Background: an optimization exercise with open tools, aiming at small area and a short achievable clock period. Do not read the settings as production practice.
Where RTL was checked, it was by simulation tests only, not by an equivalence proof against the original.
The RTL of run 3 was laid out without a check of its function.
Power figures rest on the tool's default switching activity, not on a simulated workload.

==> flow/design.v <==
module step_dp (
  input  wire [16:0] h,
  input  wire [17:0] r0,
  input  wire [17:0] r1,
  input  wire [17:0] r2,
  input  wire        ci,
  output wire [22:0] s
);
  wire t1 = ci ^ h[0] ^ r0[0];
  wire t2 = (ci & h[0]) | (ci & r0[0]) | (h[0] & r0[0]);
  wire t3 = h[1] ^ r0[1] ^ t2;
  wire t4 = (h[1] & r0[1]) | (h[1] & t2) | (r0[1] & t2);
  wire t5 = h[2] ^ r0[2] ^ r1[0];
  wire t6 = (h[2] & r0[2]) | (h[2] & r1[0]) | (r0[2] & r1[0]);
  wire t7 = h[3] ^ r0[3] ^ r1[1];
  wire t8 = (h[3] & r0[3]) | (h[3] & r1[1]) | (r0[3] & r1[1]);
  wire t9 = h[4] ^ r0[4] ^ r1[2];
  wire t10 = (h[4] & r0[4]) | (h[4] & r1[2]) | (r0[4] & r1[2]);
  wire t11 = r2[0] ^ t8 ^ t9;
  wire t12 = (r2[0] & t8) | (r2[0] & t9) | (t8 & t9);
  wire t13 = h[5] ^ r0[5] ^ r1[3];
  wire t14 = (h[5] & r0[5]) | (h[5] & r1[3]) | (r0[5] & r1[3]);
  wire t15 = r2[1] ^ t10 ^ t13;
  wire t16 = (r2[1] & t10) | (r2[1] & t13) | (t10 & t13);
  wire t17 = h[6] ^ r0[6] ^ r1[4];
  wire t18 = (h[6] & r0[6]) | (h[6] & r1[4]) | (r0[6] & r1[4]);
  wire t19 = r2[2] ^ t14 ^ t17;
  wire t20 = (r2[2] & t14) | (r2[2] & t17) | (t14 & t17);
  wire t21 = h[7] ^ r0[7] ^ r1[5];
  wire t22 = (h[7] & r0[7]) | (h[7] & r1[5]) | (r0[7] & r1[5]);
  wire t23 = r2[3] ^ t18 ^ t21;
  wire t24 = (r2[3] & t18) | (r2[3] & t21) | (t18 & t21);
  wire t25 = h[8] ^ r0[8] ^ r1[6];
  wire t26 = (h[8] & r0[8]) | (h[8] & r1[6]) | (r0[8] & r1[6]);
  wire t27 = r2[4] ^ t22 ^ t25;
  wire t28 = (r2[4] & t22) | (r2[4] & t25) | (t22 & t25);
  wire t29 = h[9] ^ r0[9] ^ r1[7];
  wire t30 = (h[9] & r0[9]) | (h[9] & r1[7]) | (r0[9] & r1[7]);
  wire t31 = r2[5] ^ t26 ^ t29;
  wire t32 = (r2[5] & t26) | (r2[5] & t29) | (t26 & t29);
  wire t33 = h[10] ^ r0[10] ^ r1[8];
  wire t34 = (h[10] & r0[10]) | (h[10] & r1[8]) | (r0[10] & r1[8]);
  wire t35 = r2[6] ^ t30 ^ t33;
  wire t36 = (r2[6] & t30) | (r2[6] & t33) | (t30 & t33);
  wire t37 = h[11] ^ r0[11] ^ r1[9];
  wire t38 = (h[11] & r0[11]) | (h[11] & r1[9]) | (r0[11] & r1[9]);
  wire t39 = r2[7] ^ t34 ^ t37;
  wire t40 = (r2[7] & t34) | (r2[7] & t37) | (t34 & t37);
  wire t41 = h[12] ^ r0[12] ^ r1[10];
  wire t42 = (h[12] & r0[12]) | (h[12] & r1[10]) | (r0[12] & r1[10]);
  wire t43 = r2[8] ^ t38 ^ t41;
  wire t44 = (r2[8] & t38) | (r2[8] & t41) | (t38 & t41);
  wire t45 = h[13] ^ r0[13] ^ r1[11];
  wire t46 = (h[13] & r0[13]) | (h[13] & r1[11]) | (r0[13] & r1[11]);
  wire t47 = r2[9] ^ t42 ^ t45;
  wire t48 = (r2[9] & t42) | (r2[9] & t45) | (t42 & t45);
  wire t49 = h[14] ^ r0[14] ^ r1[12];
  wire t50 = (h[14] & r0[14]) | (h[14] & r1[12]) | (r0[14] & r1[12]);
  wire t51 = r2[10] ^ t46 ^ t49;
  wire t52 = (r2[10] & t46) | (r2[10] & t49) | (t46 & t49);
  wire t53 = h[15] ^ r0[15] ^ r1[13];
  wire t54 = (h[15] & r0[15]) | (h[15] & r1[13]) | (r0[15] & r1[13]);
  wire t55 = r2[11] ^ t50 ^ t53;
  wire t56 = (r2[11] & t50) | (r2[11] & t53) | (t50 & t53);
  wire t57 = h[16] ^ r1[14] ^ r2[12];
  wire t58 = (h[16] & r1[14]) | (h[16] & r2[12]) | (r1[14] & r2[12]);
  wire t59 = r0[16] ^ t54 ^ t57;
  wire t60 = (r0[16] & t54) | (r0[16] & t57) | (t54 & t57);
  wire t61 = r1[15] ^ r2[13] ^ r0[17];
  wire t62 = (r1[15] & r2[13]) | (r1[15] & r0[17]) | (r2[13] & r0[17]);
  wire t63 = t58 ^ t61 ^ t60;
  wire t64 = (t58 & t61) | (t58 & t60) | (t61 & t60);
  wire t65 = r2[14] ^ r1[16] ^ t62;
  wire t66 = (r2[14] & r1[16]) | (r2[14] & t62) | (r1[16] & t62);
  wire t67 = r2[15] ^ r1[17] ^ t66;
  wire t68 = (r2[15] & r1[17]) | (r2[15] & t66) | (r1[17] & t66);
  wire t69 = t5 & t4;
  wire t70 = t5 ^ t4;
  wire t71 = t6 & t7;
  wire t72 = t6 ^ t7;
  wire t73 = t12 & t15;
  wire t74 = t12 ^ t15;
  wire t75 = t16 & t19;
  wire t76 = t16 ^ t19;
  wire t77 = t20 & t23;
  wire t78 = t20 ^ t23;
  wire t79 = t24 & t27;
  wire t80 = t24 ^ t27;
  wire t81 = t28 & t31;
  wire t82 = t28 ^ t31;
  wire t83 = t32 & t35;
  wire t84 = t32 ^ t35;
  wire t85 = t36 & t39;
  wire t86 = t36 ^ t39;
  wire t87 = t40 & t43;
  wire t88 = t40 ^ t43;
  wire t89 = t44 & t47;
  wire t90 = t44 ^ t47;
  wire t91 = t48 & t51;
  wire t92 = t48 ^ t51;
  wire t93 = t52 & t55;
  wire t94 = t52 ^ t55;
  wire t95 = t56 & t59;
  wire t96 = t56 ^ t59;
  wire t97 = t65 & t64;
  wire t98 = t65 ^ t64;
  wire t99 = r2[16] & t68;
  wire t100 = r2[16] ^ t68;
  wire t101 = t70 & t3;
  wire t102 = t71 | (t72 & t69);
  wire t103 = t72 & t70;
  wire t104 = t11 & t71;
  wire t105 = t11 & t72;
  wire t106 = t74 & t11;
  wire t107 = t75 | (t76 & t73);
  wire t108 = t76 & t74;
  wire t109 = t77 | (t78 & t75);
  wire t110 = t78 & t76;
  wire t111 = t79 | (t80 & t77);
  wire t112 = t80 & t78;
  wire t113 = t81 | (t82 & t79);
  wire t114 = t82 & t80;
  wire t115 = t83 | (t84 & t81);
  wire t116 = t84 & t82;
  wire t117 = t85 | (t86 & t83);
  wire t118 = t86 & t84;
  wire t119 = t87 | (t88 & t85);
  wire t120 = t88 & t86;
  wire t121 = t89 | (t90 & t87);
  wire t122 = t90 & t88;
  wire t123 = t91 | (t92 & t89);
  wire t124 = t92 & t90;
  wire t125 = t93 | (t94 & t91);
  wire t126 = t94 & t92;
  wire t127 = t95 | (t96 & t93);
  wire t128 = t96 & t94;
  wire t129 = t63 & t95;
  wire t130 = t63 & t96;
  wire t131 = t98 & t63;
  wire t132 = t67 & t97;
  wire t133 = t67 & t98;
  wire t134 = t100 & t67;
  wire t135 = r2[17] & t99;
  wire t136 = r2[17] & t100;
  wire t137 = h[16] & r2[17];
  wire t138 = t104 | (t105 & t69);
  wire t139 = t105 & t101;
  wire t140 = t73 | (t106 & t102);
  wire t141 = t106 & t103;
  wire t142 = t107 | (t108 & t104);
  wire t143 = t108 & t105;
  wire t144 = t109 | (t110 & t73);
  wire t145 = t110 & t106;
  wire t146 = t111 | (t112 & t107);
  wire t147 = t112 & t108;
  wire t148 = t113 | (t114 & t109);
  wire t149 = t114 & t110;
  wire t150 = t115 | (t116 & t111);
  wire t151 = t116 & t112;
  wire t152 = t117 | (t118 & t113);
  wire t153 = t118 & t114;
  wire t154 = t119 | (t120 & t115);
  wire t155 = t120 & t116;
  wire t156 = t121 | (t122 & t117);
  wire t157 = t122 & t118;
  wire t158 = t123 | (t124 & t119);
  wire t159 = t124 & t120;
  wire t160 = t125 | (t126 & t121);
  wire t161 = t126 & t122;
  wire t162 = t127 | (t128 & t123);
  wire t163 = t128 & t124;
  wire t164 = t129 | (t130 & t125);
  wire t165 = t130 & t126;
  wire t166 = t97 | (t131 & t127);
  wire t167 = t131 & t128;
  wire t168 = t132 | (t133 & t129);
  wire t169 = t133 & t130;
  wire t170 = t99 | (t134 & t97);
  wire t171 = t134 & t131;
  wire t172 = t135 | (t136 & t132);
  wire t173 = t136 & t133;
  wire t174 = t137 & t99;
  wire t175 = t137 & t134;
  wire t176 = t142 | (t143 & t69);
  wire t177 = t144 | (t145 & t102);
  wire t178 = t146 | (t147 & t138);
  wire t179 = t147 & t139;
  wire t180 = t148 | (t149 & t140);
  wire t181 = t149 & t141;
  wire t182 = t150 | (t151 & t142);
  wire t183 = t151 & t143;
  wire t184 = t152 | (t153 & t144);
  wire t185 = t153 & t145;
  wire t186 = t154 | (t155 & t146);
  wire t187 = t155 & t147;
  wire t188 = t156 | (t157 & t148);
  wire t189 = t157 & t149;
  wire t190 = t158 | (t159 & t150);
  wire t191 = t159 & t151;
  wire t192 = t160 | (t161 & t152);
  wire t193 = t161 & t153;
  wire t194 = t162 | (t163 & t154);
  wire t195 = t163 & t155;
  wire t196 = t164 | (t165 & t156);
  wire t197 = t165 & t157;
  wire t198 = t166 | (t167 & t158);
  wire t199 = t167 & t159;
  wire t200 = t168 | (t169 & t160);
  wire t201 = t169 & t161;
  wire t202 = t170 | (t171 & t162);
  wire t203 = t171 & t163;
  wire t204 = t172 | (t173 & t164);
  wire t205 = t173 & t165;
  wire t206 = t174 | (t175 & t166);
  wire t207 = t175 & t167;
  wire t208 = t182 | (t183 & t69);
  wire t209 = t184 | (t185 & t102);
  wire t210 = t186 | (t187 & t138);
  wire t211 = t188 | (t189 & t140);
  wire t212 = t190 | (t191 & t176);
  wire t213 = t192 | (t193 & t177);
  wire t214 = t194 | (t195 & t178);
  wire t215 = t195 & t179;
  wire t216 = t196 | (t197 & t180);
  wire t217 = t197 & t181;
  wire t218 = t198 | (t199 & t182);
  wire t219 = t199 & t183;
  wire t220 = t200 | (t201 & t184);
  wire t221 = t201 & t185;
  wire t222 = t202 | (t203 & t186);
  wire t223 = t203 & t187;
  wire t224 = t204 | (t205 & t188);
  wire t225 = t205 & t189;
  wire t226 = t206 | (t207 & t190);
  wire t227 = t207 & t191;
  wire t228 = t218 | (t219 & t69);
  wire t229 = t220 | (t221 & t102);
  wire t230 = t222 | (t223 & t138);
  wire t231 = t224 | (t225 & t140);
  wire t232 = t226 | (t227 & t176);
  wire t233 = t72 ^ t69;
  wire t234 = t11 ^ t102;
  wire t235 = t74 ^ t138;
  wire t236 = t76 ^ t140;
  wire t237 = t78 ^ t176;
  wire t238 = t80 ^ t177;
  wire t239 = t82 ^ t178;
  wire t240 = t84 ^ t180;
  wire t241 = t86 ^ t208;
  wire t242 = t88 ^ t209;
  wire t243 = t90 ^ t210;
  wire t244 = t92 ^ t211;
  wire t245 = t94 ^ t212;
  wire t246 = t96 ^ t213;
  wire t247 = t63 ^ t214;
  wire t248 = t98 ^ t216;
  wire t249 = t67 ^ t228;
  wire t250 = t100 ^ t229;
  wire t251 = r2[17] ^ t230;
  wire t252 = h[16] ^ t231;
  assign s = {t252, t251, t250, t249, t248, t247, t246, t245, t244, t243, t242, t241, t240, t239, t238, t237, t236, t235, t234, t233, t70, t3, t1};
endmodule
`timescale 1ns/1ps
module ks_add #(
  parameter W = 18
)(
  input  wire [W-1:0] x,
  input  wire [W-1:0] y,
  output wire [W-1:0] s
);
  localparam N = (W > 16) ? 5 : (W > 8) ? 4 : (W > 4) ? 3 : (W > 2) ? 2 : 1;
  wire [W-1:0] g [0:N];
  wire [W-1:0] p [0:N];
  assign g[0] = x & y;
  assign p[0] = x ^ y;
  genvar l, i;
  generate
    for (l = 0; l < N; l = l + 1) begin : lvl
      for (i = 0; i < W; i = i + 1) begin : bit_
        if (i >= (1 << l)) begin : comb
          assign g[l+1][i] = g[l][i] | (p[l][i] & g[l][i-(1<<l)]);
          assign p[l+1][i] = p[l][i] & p[l][i-(1<<l)];
        end else begin : pass
          assign g[l+1][i] = g[l][i];
          assign p[l+1][i] = p[l][i];
        end
      end
    end
  endgenerate
  assign s = p[0] ^ {g[N][W-2:0], 1'b0};
endmodule
`timescale 1ns/1ps
module router_extended (
  input  wire        clk,
  input  wire        rst,
  input  wire        start,
  input  wire [2:0]  cond_sel,
  input  wire [3:0]  opcode,
  input  wire [15:0] op_a,
  input  wire [15:0] op_b,
  output reg         busy,
  output reg         done,
  output reg  [31:0] result
);
  wire f_bin = (opcode <= 4'd2);
  wire f_dec = (opcode >= 4'd3)   && (opcode <= 4'd5);
  wire f_duo = (opcode >= 4'd6) && (opcode <= 4'd8);
  reg [1:0] cls_in;
  always @(*) begin
    case (cond_sel)
      3'd0:    cls_in = f_bin ? 2'd0 : f_dec ? 2'd2 : 2'd1;
      3'd1:    cls_in = f_dec ? 2'd0 : 2'd1;
      3'd2:    cls_in = f_duo ? 2'd0 : f_bin ? 2'd1 : 2'd2;
      3'd4:    cls_in = (f_bin | f_dec) ? 2'd0 : 2'd1;
      default: cls_in = (f_bin | f_dec | f_duo) ? 2'd0 : 2'd2;
    endcase
  end
  reg  [1:0] cls;
  reg  [3:0] cnt;
  reg        idle;
  wire       last  = (cls == 2'd0) ? (cnt == 4'd2) :
                     (cls == 2'd1) ? (cnt == 4'd7) : (cnt == 4'd9);
  wire       load  = idle | ((cls == 2'd1) ? (cnt == 4'd4) : (cnt == 4'd6));
  always @(posedge clk) begin
    cls <= cls_in;
    if (rst) begin
      busy <= 1'b0;
      idle <= 1'b1;
      done <= 1'b0;
      cnt  <= 4'd0;
    end else begin
      done <= ~idle & last;
      if (idle) begin
        busy <= start;
        idle <= ~start;
        cnt  <= 4'd0;
      end else if (last) begin
        busy <= 1'b0;
        idle <= 1'b1;
      end else begin
        cnt <= cnt + 4'd1;
      end
    end
  end
  wire is_add = (opcode == 4'd0) || (opcode == 4'd3) || (opcode == 4'd6);
  wire is_sub = (opcode == 4'd1) || (opcode == 4'd4) || (opcode == 4'd7);
  wire [16:0] h_init = is_add ? {1'b0, op_b} : is_sub ? {1'b1, ~op_b} : 17'd0;
  wire [15:0] m_init = (opcode == 4'd2)   ? op_b  :
                       (opcode == 4'd5) ? 16'd10 :
                       (opcode == 4'd8)  ? 16'd3  :
                       (is_add | is_sub)         ? 16'd1  : 16'd0;
  function [8:0] dec(input [5:0] c);
    integer i;
    for (i = 0; i < 3; i = i + 1)
      dec[3*i +: 3] = {c[2*i+1] & c[2*i], c[2*i+1] & ~c[2*i], ~c[2*i+1] & c[2*i]};
  endfunction
  function [17:0] row(input [2:0] sel, input [15:0] a, input [17:0] a3);
    row = ({18{sel[0]}} & {2'b0, a}) |
          ({18{sel[1]}} & {1'b0, a, 1'b0}) |
          ({18{sel[2]}} & a3);
  endfunction
  reg  [15:0] a_r;      
  reg  [17:0] a3_r;     
  reg  [16:0] h;        
  reg  [8:0]  sel;      
  reg  [11:0] lb;       
  reg         ci;       
  wire        hs = h[16];
  wire [17:0] r0 = row(sel[2:0], a_r, a3_r) | {hs, 17'd0};
  wire [17:0] r1 = row(sel[5:3], a_r, a3_r) | {hs, hs, 16'd0};
  wire [17:0] r2 = row(sel[8:6], a_r, a3_r) | {hs, hs, 16'd0};
  wire [17:0] a3;
  ks_add #(.W(18)) u_a3 (.x({2'b0, op_a}), .y({1'b0, op_a, 1'b0}), .s(a3));
  wire [22:0] s;
  step_dp u_dp (.h(h), .r0(r0), .r1(r1), .r2(r2), .ci(ci), .s(s));
  always @(posedge clk) begin
    a_r  <= op_a;
    a3_r <= a3;
    if (load) begin
      h   <= h_init;
      sel <= dec(m_init[5:0]);
      lb  <= {2'b00, m_init[15:6]};
      ci  <= is_sub;
    end else begin
      h   <= s[22:6];
      sel <= dec(lb[5:0]);
      lb  <= {s[5:0], lb[11:6]};
      ci  <= 1'b0;
    end
  end
  always @(posedge clk) begin
    if (rst)
      result <= 32'd0;
    else if (~idle & last)
      result <= {s[19:0], lb};
  end
endmodule
==> flow/config.mk <==
export PLATFORM = sky130hd
export DESIGN_NAME = router_extended
export DESIGN_NICKNAME = router_extended
export VERILOG_FILES = /design/flow/design.v
export SDC_FILE = /design/flow/constraint.sdc
export NUM_CORES = 4
export LEC_CHECK = 0
export CAP_MARGIN = 20
export CORE_MARGIN = 2
export CORE_UTILIZATION = 40
export CTS_BUF_LIST = sky130_fd_sc_hd__clkbuf_4 sky130_fd_sc_hd__clkbuf_8
export PLACE_DENSITY = 0.8
export SLEW_MARGIN = 20
==> flow/flow/run.sh <==
#!/bin/bash
# The standard layout, with buf_2 cells as the port buffers and timing
# repair aimed past the 10 ns constraint.
set -euo pipefail
bash standard.sh SETUP_SLACK_MARGIN=6.3 "BUFFER_PORTS_ARGS=-buffer_cell sky130_fd_sc_hd__buf_2" finish > standard.log 2>&1
==> flow/standard.sh <==
#!/bin/bash
# synth_recipe.tcl (not shown) runs the flow's synth.tcl, then flattens the netlist and writes it again
# the make line also repeats each setting of config.mk as NAME=value (left out here)
make -C /OpenROAD-flow-scripts/flow DESIGN_CONFIG=/design/flow/config.mk WORK_HOME=/design/flow/orfs CLKGATE_MAP_FILE= SYNTH_SCRIPT=/design/flow/synth_recipe.tcl "${@:-finish}"
==> flow/constraint.sdc <==
create_clock -name core_clock -period 10.0 [get_ports {clk}]
set_input_delay 2.0000 -clock core_clock [delete_from_list [all_inputs] [get_ports {clk}]]
set_output_delay 2.0000 -clock core_clock [all_outputs]
set_load 0.01 [all_outputs]
==> results of run 1 <==
[critical path, stage by stage (launching register included)]
cell and delay [ps]:
sky130_fd_sc_hd__dfxtp_4 370, sky130_fd_sc_hd__buf_6 130, sky130_fd_sc_hd__a222oi_1 330, sky130_fd_sc_hd__inv_1 100, sky130_fd_sc_hd__fa_1 480, sky130_fd_sc_hd__fa_1 430, sky130_fd_sc_hd__ha_1 450, sky130_fd_sc_hd__o21a_4 190
sky130_fd_sc_hd__o221ai_4 120, sky130_fd_sc_hd__o31a_1 290, sky130_fd_sc_hd__a31o_2 270, sky130_fd_sc_hd__xor2_2 270, sky130_fd_sc_hd__a2bb2o_4 240
[cells in the mapped netlist, drive strengths merged (4+ instances only)]
cell type / count
or3: 5
nand2b: 4
nand2: 85
nor3: 14
a21oi: 71
fa: 36
dfxtp: 113
buf: 7
ha: 34
a222oi: 45
xnor2: 19
inv: 67
or2: 4
a21o: 7
nor2: 61
xor2: 9
nand3: 20
a31oi: 8
nand3b: 11
o21ai: 32
o31ai: 7
clkbuf: 39
a211oi: 27
o21a: 9
[state kept, by name (all words and copies together), names as in the netlist]
signal  count
result     32
a3_r       18
h          17
a_r        15
lb         12
sel         9
cnt         4
cls         2
busy        1
ci          1
done        1
idle        1
[per-layer routing]
metal	vias up	global-route usage [%]	part of all wire, %
met5	-	0	0
met4	0	7.64	2.8
met3	48	4.53	10
met2	379	28.9	43
met1	2938	28.2	44
li1	3029	-	-
[cells in the final DEF (no fill, tap or decap), types with 5 or more instances in the layout]
cell type / count
sky130_fd_sc_hd__a211oi_1: 26
sky130_fd_sc_hd__a21o_1: 7
sky130_fd_sc_hd__a21oi_1: 65
sky130_fd_sc_hd__a222oi_1: 45
sky130_fd_sc_hd__a31oi_1: 7
sky130_fd_sc_hd__buf_2: 75
sky130_fd_sc_hd__buf_4: 13
sky130_fd_sc_hd__clkbuf_8: 18
sky130_fd_sc_hd__clkinv_4: 5
sky130_fd_sc_hd__dfxtp_1: 102
sky130_fd_sc_hd__dfxtp_2: 6
sky130_fd_sc_hd__dfxtp_4: 5
sky130_fd_sc_hd__fa_1: 36
sky130_fd_sc_hd__ha_1: 23
sky130_fd_sc_hd__ha_4: 7
sky130_fd_sc_hd__inv_1: 67
sky130_fd_sc_hd__nand2_1: 85
sky130_fd_sc_hd__nand3_1: 19
sky130_fd_sc_hd__nand3b_1: 11
sky130_fd_sc_hd__nor2_1: 59
sky130_fd_sc_hd__nor3_1: 13
sky130_fd_sc_hd__o21a_1: 8
sky130_fd_sc_hd__o21ai_0: 27
sky130_fd_sc_hd__o31ai_1: 6
sky130_fd_sc_hd__xnor2_1: 17
sky130_fd_sc_hd__xor2_1: 8
[stage by stage]
stage	total power, W	hold WS, ps	setup slack, ps	cells	utilization, %
final	0.00154	442	6220	1097	48.2
after global routing	0.00161	459	6140	1097	48.2
after CTS	0.00145	444	6280	1085	46.3
after detailed placement	0.000962	431	5980	1053	43.5
after global placement	0.000952	429	6040	1053	43.5
after floorplan	0.000843	415	6320	796	-
[repair_timing]
item | 4_1_cts | 5_1_grt
setup endpoints to repair | 14 | 23
gates resized for setup | 14 | 52
pin swaps | 1 | 20
setup buffers | 0 | 12
cloned | 0 | 0
[final cells by class]
cell class | count | area (um^2) | area share [%]
multi-input combinational | 570 | 4460 | 54.2
sequential | 113 | 2290 | 27.8
timing repair buffer | 90 | 492 | 5.98
tap | 225 | 282 | 3.43
inverter | 67 | 251 | 3.06
clock buffer | 18 | 248 | 3.01
clock inverter | 14 | 203 | 2.47
[final timing paths]
path / startpoint / end / slack [ps] / depth (start not counted)
max: sel[3] / result[28] / 6220 / 12
min: lb[11] / lb[5] / 440 / 2
max reg2reg: sel[3] / result[28] / 6220 / 12
min reg2reg: lb[11] / lb[5] / 440 / 2
[power groups by stage]
stage	logic (W)	clock network, W	registers [W]
5_1_grt	0.000560	0.000512	0.000543
3_3_place_gp	0.000407	0	0.000545
4_1_cts	0.000426	0.000488	0.000536
2_1_floorplan	0.000317	0	0.000526
3_5_place_dp	0.000416	0	0.000546
6_report	0.000517	0.000483	0.000537
[logic make-up after synthesis]
family                     count (synthesis)  share of synthesized area (%)
AOI/OAI and AO/OA                        241                           24.8
and+or+nand+nor                          228                           15.5
buffers and inverters                    113                           6.30
DFF                                      113                           32.8
adders and majority gates                 71                           16.8
xor gates and xnor gates                  28                           3.56
muxes                                      2                          0.290
==> flow_summary.rst, run 1 <==
.. list-table::
   :header-rows: 1

   * - Metric
     - Value
   * - Count of unresolved DRC violations after routing
     - 0
   * - Root Driver
     - sky130_fd_sc_hd__clkbuf_8
   * - Number of antenna violations at the first check in global routing
     - 0
   * - WS Path Type
     - reg -> reg
   * - Cell Area, Synth
     - 6890 um^2
   * - Total track usage
     - 19.7%
   * - Global-route wire length before repair
     - 28.5 mm
   * - Net switching power
     - 0.000545 W
   * - Total Wirelength
     - 18.6 mm
   * - Die Y-Extent
     - 135 um
   * - Nets
     - 971
   * - Die width
     - 135 um
   * - Largest net degree at the start of global routing
     - 59
   * - Antenna Nets Post-Route
     - 0
   * - Relative slew margins
     - 28.1%
   * - Leakage dissipation
     - 3.64 nW
   * - VDD IR max
     - 0.105 mV
   * - Clock latency reported for the late side of the worst-skew pair
     - 460 ps
   * - Post-synth top area share
     - 32.8%
   * - Data arrival time at the worst-slack endpoint
     - 4130 ps
   * - Area of the core
     - 17100 um^2
   * - H-tree depth
     - 4
   * - Dominant register cell in the synthesized netlist
     - sky130_fd_sc_hd__dfxtp_1
   * - Clock Sinks
     - 113
   * - Final period util
     - 37.8%
   * - Largest driver fanout on the critical path
     - 6
   * - DR vias/cell
     - 5.83
   * - Seq/Total Area, Yosys
     - 32.8%
   * - Setup TNS
     - 0 ps
   * - Biggest area consumer among synthesized cells
     - sky130_fd_sc_hd__dfxtp_1
   * - Worst Path Required
     - 10350 ps
   * - Outcome
     - complete, no violations
   * - Final setup violation count
     - 0
   * - TritonCTS clock tree
     - done
   * - Die footprint
     - 18300 um^2
   * - Clock share of power
     - 31.4%
   * - GR Overflow Total
     - 0
   * - Switching share of power
     - 35.4%
   * - Register clock-pin slew on the reported worst setup and hold paths
     - 70 ps
   * - Area Growth Syn to Fin
     - 19.2%
   * - Reported max-cap violation count
     - 0
   * - Row count
     - 48
   * - Antenna cell count
     - 0
   * - # hold bufs at CTS
     - 0
   * - Via total after detailed routing
     - 6394
   * - Maximum buffer depth of the clock tree
     - 2
   * - Sequential power share
     - 34.9%
   * - I/O pin total
     - 76
   * - Drt initial violations
     - 827
   * - Maximum clock skew at final layout
     - 17.1 ps
   * - Number of global-route vias before repair
     - 5659
   * - Average cell area after synthesis
     - 8.66 um^2
   * - Synthesized instance count
     - 796
   * - PwrDens
     - 187 nW/um^2
   * - Slew at the pin closest to its max-slew limit
     - 1070 ps
   * - Unrepaired setup endpoints after global routing
     - true
   * - Routed length per instance
     - 16.9 um
   * - Min Tclk post-route
     - 3780 ps
   * - Share of cells above drive strength 1
     - 20.5%
   * - Number of library cell types mapped by synthesis
     - 70
   * - Hpwl dp
     - 12.9 mm
   * - Synth top area cells
     - sky130_fd_sc_hd__dfxtp_1 (33%), sky130_fd_sc_hd__fa_1 (10%), sky130_fd_sc_hd__a222oi_1 (6.5%)
   * - Number of enable-type register cells in the synthesized netlist
     - 0
   * - Number of detailed-routing iterations run before antenna repair
     - 10
   * - Type of destination of the critical path
     - flip-flop
   * - Class of the worst hold path
     - reg -> reg
   * - Hold Fails Final Rpt
     - 0
   * - Post-route cell area
     - 8220 um^2
   * - Post-synthesis async set-or-reset flop share
     - 0%
   * - Kind of launch point of the worst setup path
     - flip-flop
   * - Cell-internal power
     - 0.000993 W
   * - Area post-placement
     - 7420 um^2
   * - Flop and latch count out of synthesis
     - 113
   * - TritonCTS Buffers
     - 17
   * - Relative contribution of combinational cells to total power
     - 33.6%
   * - Number of slew-limit violations in the final report
     - 0
   * - Net Count, Synth
     - 908
   * - Initial core utilization
     - 40.4%
   * - Count of filler cells inserted in the layout
     - 1573
   * - Warnings from Yosys
     - 2
   * - Maximum clock frequency
     - 265 MHz
   * - Final GP Congestion
     - 0.916
   * - Number of I/O port buffers
     - 75
==> run 2: changes to the inputs <==
==> flow/flow/run.sh (replaced) <==
#!/bin/bash
# The standard layout, with buf_2 cells as the port buffers and timing
# repair aimed past the 10 ns constraint.
set -euo pipefail
bash standard.sh SETUP_SLACK_MARGIN=5.8 "BUFFER_PORTS_ARGS=-buffer_cell sky130_fd_sc_hd__buf_2" finish > standard.log 2>&1
==> run 2 against run 1 <==
Still clean; worst setup slack worse by 190 ps; global-route usage down 0.19 points; first-iteration DRC count down 16%; clock-buffer cell count up 1; power down 8.0%; critical endpoint unchanged; largest cell class unchanged.
==> flow_summary.rst, run 2 <==
.. list-table::
   :header-rows: 1

   * - Metric
     - Value
   * - Outcome
     - complete, no violations
   * - Flip-flop count of the largest register, all copies and words added
     - 32
   * - Via total after detailed routing
     - 6212
   * - Largest net degree at the start of global routing
     - 59
   * - Slew at the pin closest to its max-slew limit
     - 995 ps
   * - Clock latency reported for the late side of the worst-skew pair
     - 460 ps
   * - Row count
     - 48
   * - Relative contribution of combinational cells to total power
     - 30.5%
   * - Drt initial violations
     - 694
   * - TritonCTS Buffers
     - 17
   * - Synthesized instance count
     - 796
   * - Nets
     - 959
   * - Top Registers
     - result (32), a3_r (18), h (17)
   * - Share of cells above drive strength 1
     - 14.3%
   * - H-tree depth
     - 4
   * - Root Driver
     - sky130_fd_sc_hd__clkbuf_8
   * - Die footprint
     - 18300 um^2
   * - Maximum clock frequency
     - 252 MHz
   * - Antenna cell count
     - 0
   * - Count of unresolved DRC violations after routing
     - 0
   * - Number of antenna violations at the first check in global routing
     - 0
   * - Hold Fails Final Rpt
     - 0
   * - PwrDens
     - 181 nW/um^2
   * - Flop and latch count out of synthesis
     - 113
   * - Dominant register cell in the synthesized netlist
     - sky130_fd_sc_hd__dfxtp_1
   * - Cell Area, Synth
     - 6890 um^2
   * - Final setup violation count
     - 0
   * - Number of I/O port buffers
     - 75
   * - Relative slew margins
     - 33.4%
   * - Most frequent cell after synthesis
     - sky130_fd_sc_hd__dfxtp_1
   * - Area of the core
     - 17100 um^2
   * - Data arrival time at the worst-slack endpoint
     - 4300 ps
   * - Number of library cell types mapped by synthesis
     - 70
   * - Warnings from Yosys
     - 2
   * - Register with the most flip-flops
     - result
   * - Leading cell type in the layout, fill and taps excluded
     - sky130_fd_sc_hd__dfxtp_1
   * - DR vias/cell
     - 5.73
   * - Global-route wire length before repair
     - 28.3 mm
   * - Setup TNS
     - 0 ps
   * - Type of destination of the critical path
     - flip-flop
   * - Unrepaired setup endpoints after global routing
     - false
   * - Register clock-pin slew on the reported worst setup and hold paths
     - 80 ps
   * - Die width
     - 135 um
   * - Cell depth of the worst min-delay path
     - 2
   * - Leading cell types in the layout, fill and taps excluded
     - sky130_fd_sc_hd__dfxtp_1 (112), sky130_fd_sc_hd__nand2_1 (85), sky130_fd_sc_hd__buf_2 (75), sky130_fd_sc_hd__a21oi_1 (70), sky130_fd_sc_hd__inv_1 (67)
   * - Net switching power
     - 0.000498 W
   * - Initial core utilization
     - 40.4%
   * - Hpwl dp
     - 13.1 mm
   * - Total Wirelength
     - 17.3 mm
   * - GR Overflow Total
     - 0
   * - Maximum buffer depth of the clock tree
     - 2
   * - Longest individual stage delay on the worst path
     - 790 ps
   * - Top cells by instance count after synthesis
     - sky130_fd_sc_hd__dfxtp_1 (113), sky130_fd_sc_hd__nand2_1 (85), sky130_fd_sc_hd__a21oi_1 (70), sky130_fd_sc_hd__inv_1 (67), sky130_fd_sc_hd__nor2_1 (60)
   * - Net Count, Synth
     - 908
   * - Final period util
     - 39.6%
   * - Number of global-route vias before repair
     - 5619
   * - I/O pin total
     - 76
   * - Clock share of power
     - 31.6%
   * - Seq/Total Area, Yosys
     - 32.8%
   * - Routed length per instance
     - 15.9 um
   * - Sequential power share
     - 37.8%
   * - Post-synthesis async set-or-reset flop share
     - 0%
   * - Cell-internal power
     - 0.000917 W
   * - Total track usage
     - 19.5%
   * - Largest driver fanout on the critical path
     - 18
   * - Biggest area consumer among synthesized cells
     - sky130_fd_sc_hd__dfxtp_1
   * - Post-synth top area share
     - 32.8%
   * - Placed Cells
     - 1053
   * - Crit path top cell by count
     - sky130_fd_sc_hd__fa_1
   * - Average cell area after synthesis
     - 8.66 um^2
   * - Path depth of the worst reg2reg path
     - 11
   * - Kind of launch point of the worst setup path
     - flip-flop
   * - Synth top area cells
     - sky130_fd_sc_hd__dfxtp_1 (33%), sky130_fd_sc_hd__fa_1 (10%), sky130_fd_sc_hd__a222oi_1 (6.5%)
   * - Min Tclk post-route
     - 3960 ps
   * - Worst Path Buf+Inv
     - 1
   * - Antenna Nets Post-Route
     - 0
   * - Area Growth Syn to Fin
     - 13.5%
   * - Leakage dissipation
     - 3.54 nW
   * - Reported max-cap violation count
     - 0
   * - TritonCTS clock tree
     - done
   * - Class of the worst hold path
     - reg -> reg
   * - Number of enable-type register cells in the synthesized netlist
     - 0
   * - WS Path Type
     - reg -> reg
   * - VDD IR max
     - 0.111 mV
   * - Cell-by-cell listing of the critical path
     - a222oi_1 -> inv_1 -> fa_1 -> fa_1 -> ha_1 -> and3b_1 -> o221ai_2 -> o31a_1 -> a31o_2 -> xor2_1 -> a2bb2o_1
   * - Worst Path Required
     - 10340 ps
   * - Maximum clock skew at final layout
     - 15.9 ps
   * - Die Y-Extent
     - 135 um
   * - Number of gates on the worst path with buffers counted
     - 11
   * - Cell family contributing the most delay on the critical path
     - adder cells
   * - Switching share of power
     - 35.2%
   * - Worst R2R Setup Slack
     - 6040 ps
   * - Number of slew-limit violations in the final report
     - 0
   * - Number of non-filler instances in the completed layout
     - 1085
   * - Final GP Congestion
     - 0.949
   * - Clock Sinks
     - 113
   * - Number of detailed-routing iterations run before antenna repair
     - 13
   * - Cell at the slowest stage of the critical path
     - sky130_fd_sc_hd__dfxtp_1
[run 2: power by group through the flow]
| stage | combinational, W | clock [W] | sequential, W |
|---|---|---|---|
| after detailed placement | 0.000418 | 0 | 0.000543 |
| final | 0.000432 | 0.000447 | 0.000535 |
| after global placement | 0.000411 | 0 | 0.000543 |
| after CTS | 0.000422 | 0.000454 | 0.000534 |
| after floorplan | 0.000316 | 0 | 0.000526 |
| after global routing | 0.000478 | 0.000475 | 0.000541 |
[run 2: stage by stage]
step	hold WS [ps]	worst slack, ps	total power, W	utilization [%]	area (um^2)
after detailed placement	432	5740	0.000962	43.4	7410
after global routing	467	5810	0.00149	45.9	7830
after floorplan	415	6160	0.000842	-	6890
final	443	6040	0.00141	45.9	7830
after CTS	449	6030	0.00141	45.8	7820
after global placement	432	5780	0.000953	43.4	7410
[run 2: worst paths after layout]
check,startpoint,end
worst max register to register,sel[5],result[28]
worst min-delay path,lb[11],lb[5]
worst max-delay path,sel[5],result[28]
worst min register to register,lb[11],lb[5]
[run 2: per-layer routing]
layer / part of all wire (%) / GRT usage (%) / up-vias
li1: - / - / 2998
met1: 47 / 28.6 / 2913
met2: 42 / 28.9 / 280
met3: 8.7 / 4.04 / 21
met4: 1.6 / 6.02 / 0
met5: 0 / 0 / -
[run 2: repair_timing]
action,in CTS,in global routing
endpoints found under the setup margin,0,3
hold buffers,0,0
resized for setup,0,4
setup buffers,0,0
[run 2: layout make-up]
| class | count | area [um^2] |
|---|---|---|
| clock buffers | 19 | 249 |
| clock inverters | 13 | 163 |
| fillers | 1643 | 9230 |
| inverters | 67 | 251 |
| multi-input cells | 570 | 4220 |
| flip-flops and latches | 113 | 2260 |
| well taps | 225 | 282 |
| repair buffers | 78 | 398 |
[run 2: worst register-to-register path, delay by kind of cell, from the launching register on]
kind / cells / cell delay (ps)
AOI/OAI and AO/OA: 5 / 1220
xor gates and xnor gates: 1 / 250
adders and majority gates: 3 / 1230
buffers and inverters: 1 / 120
DFF: 1 / 790
and+or+nand+nor: 1 / 240
[run 2: kinds of logic after synthesis]
| family | Yosys count | synth area share [%] |
|---|---|---|
| flops | 113 | 32.8 |
| buf+inv | 113 | 6.30 |
| compound gates | 241 | 24.8 |
| fa+ha+maj | 71 | 16.8 |
| xor+xnor | 28 | 3.56 |
| mux | 2 | 0.290 |
| simple gates | 228 | 15.5 |
==> run 3: changes to the inputs <==
--- a/flow/design.v
+++ b/flow/design.v
@@ -361,2 +361,10 @@
   endfunction
+  function [17:0] row2(input [2:0] sl, input [2:0] sh, input [15:0] a, input [17:0] a3);
+    reg [17:0] lo, hi;
+    begin
+      lo   = row(sl, a, a3);
+      hi   = row(sh, a, a3);
+      row2 = {hi[17:9], lo[8:0]};
+    end
+  endfunction
   reg  [15:0] a_r;      
@@ -365,2 +373,3 @@
   reg  [8:0]  sel;      
+  reg  [8:0]  seln;     
   reg  [11:0] lb;       
@@ -368,5 +377,5 @@
   wire        hs = h[16];
-  wire [17:0] r0 = row(sel[2:0], a_r, a3_r) | {hs, 17'd0};
-  wire [17:0] r1 = row(sel[5:3], a_r, a3_r) | {hs, hs, 16'd0};
-  wire [17:0] r2 = row(sel[8:6], a_r, a3_r) | {hs, hs, 16'd0};
+  wire [17:0] r0 = row2(sel[2:0], ~seln[2:0], a_r, a3_r) | {hs, 17'd0};
+  wire [17:0] r1 = row2(sel[5:3], ~seln[5:3], a_r, a3_r) | {hs, hs, 16'd0};
+  wire [17:0] r2 = row2(sel[8:6], ~seln[8:6], a_r, a3_r) | {hs, hs, 16'd0};
   wire [17:0] a3;
@@ -381,2 +390,3 @@
       sel <= dec(m_init[5:0]);
+      seln <= ~dec(m_init[5:0]);
       lb  <= {2'b00, m_init[15:6]};
@@ -386,2 +396,3 @@
       sel <= dec(lb[5:0]);
+      seln <= ~dec(lb[5:0]);
       lb  <= {s[5:0], lb[11:6]};
==> flow/flow/run.sh (replaced) <==
#!/bin/bash
# The standard layout, with buf_2 cells as the port buffers and timing
# repair aimed past the 10 ns constraint.
set -euo pipefail
bash standard.sh SETUP_SLACK_MARGIN=6 "BUFFER_PORTS_ARGS=-buffer_cell sky130_fd_sc_hd__buf_2" finish > standard.log 2>&1
--- a/flow/config.mk
+++ b/flow/config.mk
@@ -7,2 +7,3 @@
 export LEC_CHECK = 0
+export ABC_CLOCK_PERIOD_IN_PS = 1000
 export CAP_MARGIN = 20
@@ -11,3 +12,2 @@
 export CTS_BUF_LIST = sky130_fd_sc_hd__clkbuf_4 sky130_fd_sc_hd__clkbuf_8
-export PLACE_DENSITY = 0.8
 export SLEW_MARGIN = 20
==> run 3 against run 2 <==
Core utilization is 0.56 points higher; global-route usage is 0.53 points higher; highest routed layer unchanged; still clean; final cell count is 2.3% higher; die area is 2.0% higher.
==> flow_summary.rst, run 3 <==
.. list-table::
   :header-rows: 1

   * - Metric
     - Value
   * - Final GP Congestion
     - 0.926
   * - Top Registers
     - result (32), a3_r (18), h (17)
   * - Total track usage
     - 20.1%
   * - Worst-case setup slack after placement
     - 5540 ps
   * - Share of the synthesized area in compound gates (AO/OA/AOI/OAI)
     - 22.2%
   * - Synthesized instance count
     - 813
   * - PwrDens
     - 173 nW/um^2
   * - Initial core utilization
     - 40.8%
   * - Register with the most flip-flops
     - result
   * - Seq/Total Area, Yosys
     - 34.7%
   * - Maximum clock skew at final layout
     - 16.2 ps
   * - Flip-flop count of the largest register, all copies and words added
     - 32
   * - Number of enable-type register cells in the synthesized netlist
     - 0
   * - Net Count, Synth
     - 925
   * - Die Y-Extent
     - 137 um
   * - Warnings from Yosys
     - 2
   * - Hold WS
     - 450 ps
   * - H-tree depth
     - 4
   * - DR vias/cell
     - 5.49
   * - Die width
     - 137 um
   * - Number of global-route vias before repair
     - 5606
   * - Cell at the slowest stage of the critical path
     - sky130_fd_sc_hd__fa_1
   * - Hold Fails Final Rpt
     - 0
   * - Routed length per instance
     - 15.9 um
   * - Leading cell type in the layout, fill and taps excluded
     - sky130_fd_sc_hd__dfxtp_1
   * - Count of unresolved DRC violations after routing
     - 0
   * - Antenna cell count
     - 0
   * - Dominant register cell in the synthesized netlist
     - sky130_fd_sc_hd__dfxtp_1
   * - Via total after detailed routing
     - 6093
   * - Nets
     - 984
   * - Row count
     - 48
   * - TritonCTS Buffers
     - 17
   * - Maximum clock frequency
     - 258 MHz
   * - Area post-placement
     - 7580 um^2
   * - GR Overflow Total
     - 0
   * - Sequential power share
     - 41.2%
   * - Register clock-pin slew on the reported worst setup and hold paths
     - 70 ps
   * - Post-synth top area share
     - 34.7%
   * - # hold bufs at CTS
     - 0
   * - Area of the core
     - 17200 um^2
   * - Cell-by-cell listing of the critical path
     - buf_2 -> ha_1 -> inv_1 -> fa_1 -> nor2b_1 -> o21ai_1 -> a21boi_2 -> o41ai_2 -> a311oi_2 -> mux2i_1 -> a2111oi_2
   * - Switching share of power
     - 35.6%
   * - Longest individual stage delay on the worst path
     - 410 ps
   * - Clock share of power
     - 30.3%
   * - Die footprint
     - 18700 um^2
   * - Maximum buffer depth of the clock tree
     - 2
   * - Relative contribution of combinational cells to total power
     - 28.5%
   * - Average cell area after synthesis
     - 8.66 um^2
   * - Dominant combinational cell family by area after synthesis
     - compound AO/OA/AOI/OAI gates
   * - Top cells by instance count after synthesis
     - sky130_fd_sc_hd__dfxtp_1 (122), sky130_fd_sc_hd__nand2_1 (116), sky130_fd_sc_hd__inv_1 (78), sky130_fd_sc_hd__a21oi_1 (61), sky130_fd_sc_hd__nor2_1 (50)
   * - Setup TNS
     - 0 ps
   * - Unrepaired setup endpoints after global routing
     - true
   * - Total Wirelength
     - 17.7 mm
   * - Mux share of post-synthesis cell area
     - 0.729%
   * - Final setup violation count
     - 0
   * - Area Growth Syn to Fin
     - 13.7%
   * - WS Path Type
     - in -> reg
   * - Global-route wire length before repair
     - 29.1 mm
   * - Number of library cell types mapped by synthesis
     - 60
   * - Leakage dissipation
     - 3.69 nW
   * - Cell Area, Synth
     - 7040 um^2
   * - Kind of launch point of the worst setup path
     - input pin
   * - Outcome
     - complete, no violations
   * - Post-route cell area
     - 8000 um^2
   * - Reported max-cap violation count
     - 0
   * - TritonCTS clock tree
     - done
   * - Synth top area cells
     - sky130_fd_sc_hd__dfxtp_1 (35%), sky130_fd_sc_hd__fa_1 (10%), sky130_fd_sc_hd__nand2_1 (6.2%)
   * - Hpwl dp
     - 13.5 mm
   * - I/O pin total
     - 76
   * - Net switching power
     - 0.000495 W
   * - Relative slew margins
     - 29.4%
   * - Number of slew-limit violations in the final report
     - 0
   * - Final WS setup
     - 6130 ps
   * - Worst Path Buf+Inv
     - 2
   * - Drt initial violations
     - 694
   * - Clock latency reported for the late side of the worst-skew pair
     - 450 ps
   * - Worst Path Required
     - 10340 ps
   * - Number of I/O port buffers
     - 75
   * - Basic-gate share of the synthesized area counting and, or, nand and nor cells
     - 15.7%
   * - Data arrival time at the worst-slack endpoint
     - 4220 ps
   * - Leading cell types in the layout, fill and taps excluded
     - sky130_fd_sc_hd__dfxtp_1 (119), sky130_fd_sc_hd__nand2_1 (116), sky130_fd_sc_hd__inv_1 (78), sky130_fd_sc_hd__buf_2 (75), sky130_fd_sc_hd__a21oi_1 (61)
   * - Cell family contributing the most delay on the critical path
     - compound AO/OA/AOI/OAI gates
   * - Flop and latch count out of synthesis
     - 122
   * - Final period util
     - 38.8%
   * - Antenna Nets Post-Route
     - 0
   * - Slew at the pin closest to its max-slew limit
     - 1060 ps
   * - Share of cells above drive strength 1
     - 14.9%
   * - Post-synthesis xor/xnor area fraction
     - 3.98%
   * - VDD IR max
     - 0.0999 mV
   * - Most frequent cell after synthesis
     - sky130_fd_sc_hd__dfxtp_1
   * - Count of filler cells inserted in the layout
     - 1706
   * - Design Power
     - 0.00139 W
   * - Min Tclk post-route
     - 3880 ps
   * - Largest driver fanout on the critical path
     - 4
   * - Root Driver
     - sky130_fd_sc_hd__clkbuf_8
   * - Largest net degree at the start of global routing
     - 58
   * - Number of detailed-routing iterations run before antenna repair
     - 7
   * - Post-synthesis async set-or-reset flop share
     - 0%
   * - Type of destination of the critical path
     - flip-flop
   * - Clock Sinks
     - 122
   * - Biggest area consumer among synthesized cells
     - sky130_fd_sc_hd__dfxtp_1
   * - Number of antenna violations at the first check in global routing
     - 0
   * - Arithmetic-cell share of the synthesized area counting full adders, half adders and majority gates
     - 16.3%
   * - Class of the worst hold path
     - reg -> reg
   * - Cell-internal power
     - 0.000894 W
[run 3: changes by cell type in the layout (fill, tap and decap cells not counted), moves of 7 or more]
cell and delta:
sky130_fd_sc_hd__a211oi_1 -12, sky130_fd_sc_hd__a21o_1 +7, sky130_fd_sc_hd__a21oi_1 -9, sky130_fd_sc_hd__a222oi_1 -18, sky130_fd_sc_hd__dfxtp_1 +7, sky130_fd_sc_hd__inv_1 +11
sky130_fd_sc_hd__nand2_1 +31, sky130_fd_sc_hd__nor2_1 -10, sky130_fd_sc_hd__o221ai_1 +18
[run 3: cells by family (layout without fill, tap and decap cells)]
group,Yosys count,count (layout)
multiplexers,5,5
AO/OA/AOI/OAI,221,221
buffers and inverters,118,190
adder cells (fa/ha/maj),70,70
AND/OR/NAND/NOR,245,245
flip-flops,122,122
XOR/XNOR,32,32
[run 3: power groups by stage]
stage	registers, W	clock network (W)	logic [W]
after global placement	0.000582	0	0.000384
after floorplan	0.000564	0	0.000289
after detailed placement	0.000581	0	0.000385
after global routing	0.000579	0.000454	0.000445
final	0.000572	0.000420	0.000396
after CTS	0.000571	0.000430	0.000389
[run 3: worst min-delay path: cells and delay by family, from the launching register on]
family | cells | cell delay, ps
and+or+nand+nor | 1 | 50
DFF | 1 | 310
AOI/OAI and AO/OA | 1 | 50
[run 3: path summary, 6_finish.rpt]
kind              startpoint          to  slack, ps  cells after the start
setup / recovery     op_a[1]    a3_r[15]       6130                     11
hold / removal     result[4]   result[4]        450                      2
setup reg to reg      sel[3]  result[29]       6180                     12
hold reg to reg    result[4]   result[4]        450                      2
[run 3: repair_timing]
action                                  4_1_cts  5_1_grt
endpoints found under the setup margin        0        8
gates resized for setup                       0        6
buffers inserted                              0        2
[run 3: through the flow]
step / utilization, % / instances
after CTS: 46.2 / 1108
after global placement: 44.0 / 1076
after floorplan: - / 813
after detailed placement: 44.0 / 1076
final: 46.4 / 1110
after global routing: 46.4 / 1110
[run 3: final cells by class]
class / instances / area (um^2) / share of cell area (%)
multi-input combinational: 573 / 4190 / 52.3
sequential: 122 / 2450 / 30.6
timing repair buffer: 80 / 413 / 5.16
inverter: 78 / 293 / 3.66
tap: 225 / 282 / 3.52
clock buffer: 18 / 248 / 3.10
clock inverter: 14 / 136 / 1.70
[run 3: routing by layer]
layer	share of wire [%]	global-route usage [%]
met5	0	0
met4	1.2	6.02
met3	6.7	3.85
met2	42	29.3
met1	50	29.9

-- re-timing with driven ports --
In the flow no input, the clock included, has a driving cell. The finished layouts below were timed again as built, in two steps.
Step 1, drivers: a clkbuf_16 drives clk and a buf_2 each remaining input, both assumed.
Step 2 times the ports against the registers' clock, not the clock port: input delays grow and output delays shrink by t, the midpoint of the rising clock arrivals with the driver on.
Three values: ideal ports, drivers, drivers and shift; two values: the first two.
run	shift t [ns]	slack for setup (ns)	worst hold slack (ns)	worst setup path at the end
run 1	0.485	6.223 / 6.223 / 5.965	0.442 / 0.442 / 0.442	input to register
run 2	0.483	6.036 / 6.036 / 5.732	0.443 / 0.443 / 0.443	input to register
run 3	0.481	6.125 / 6.140 / 5.659	0.450 / 0.450 / 0.450	input to register
After both steps setup and hold are still met in every run listed. For run 3, which loses most, drivers alone change the setup slack by +0.015 ns; drivers and shift together by -0.466 ns.
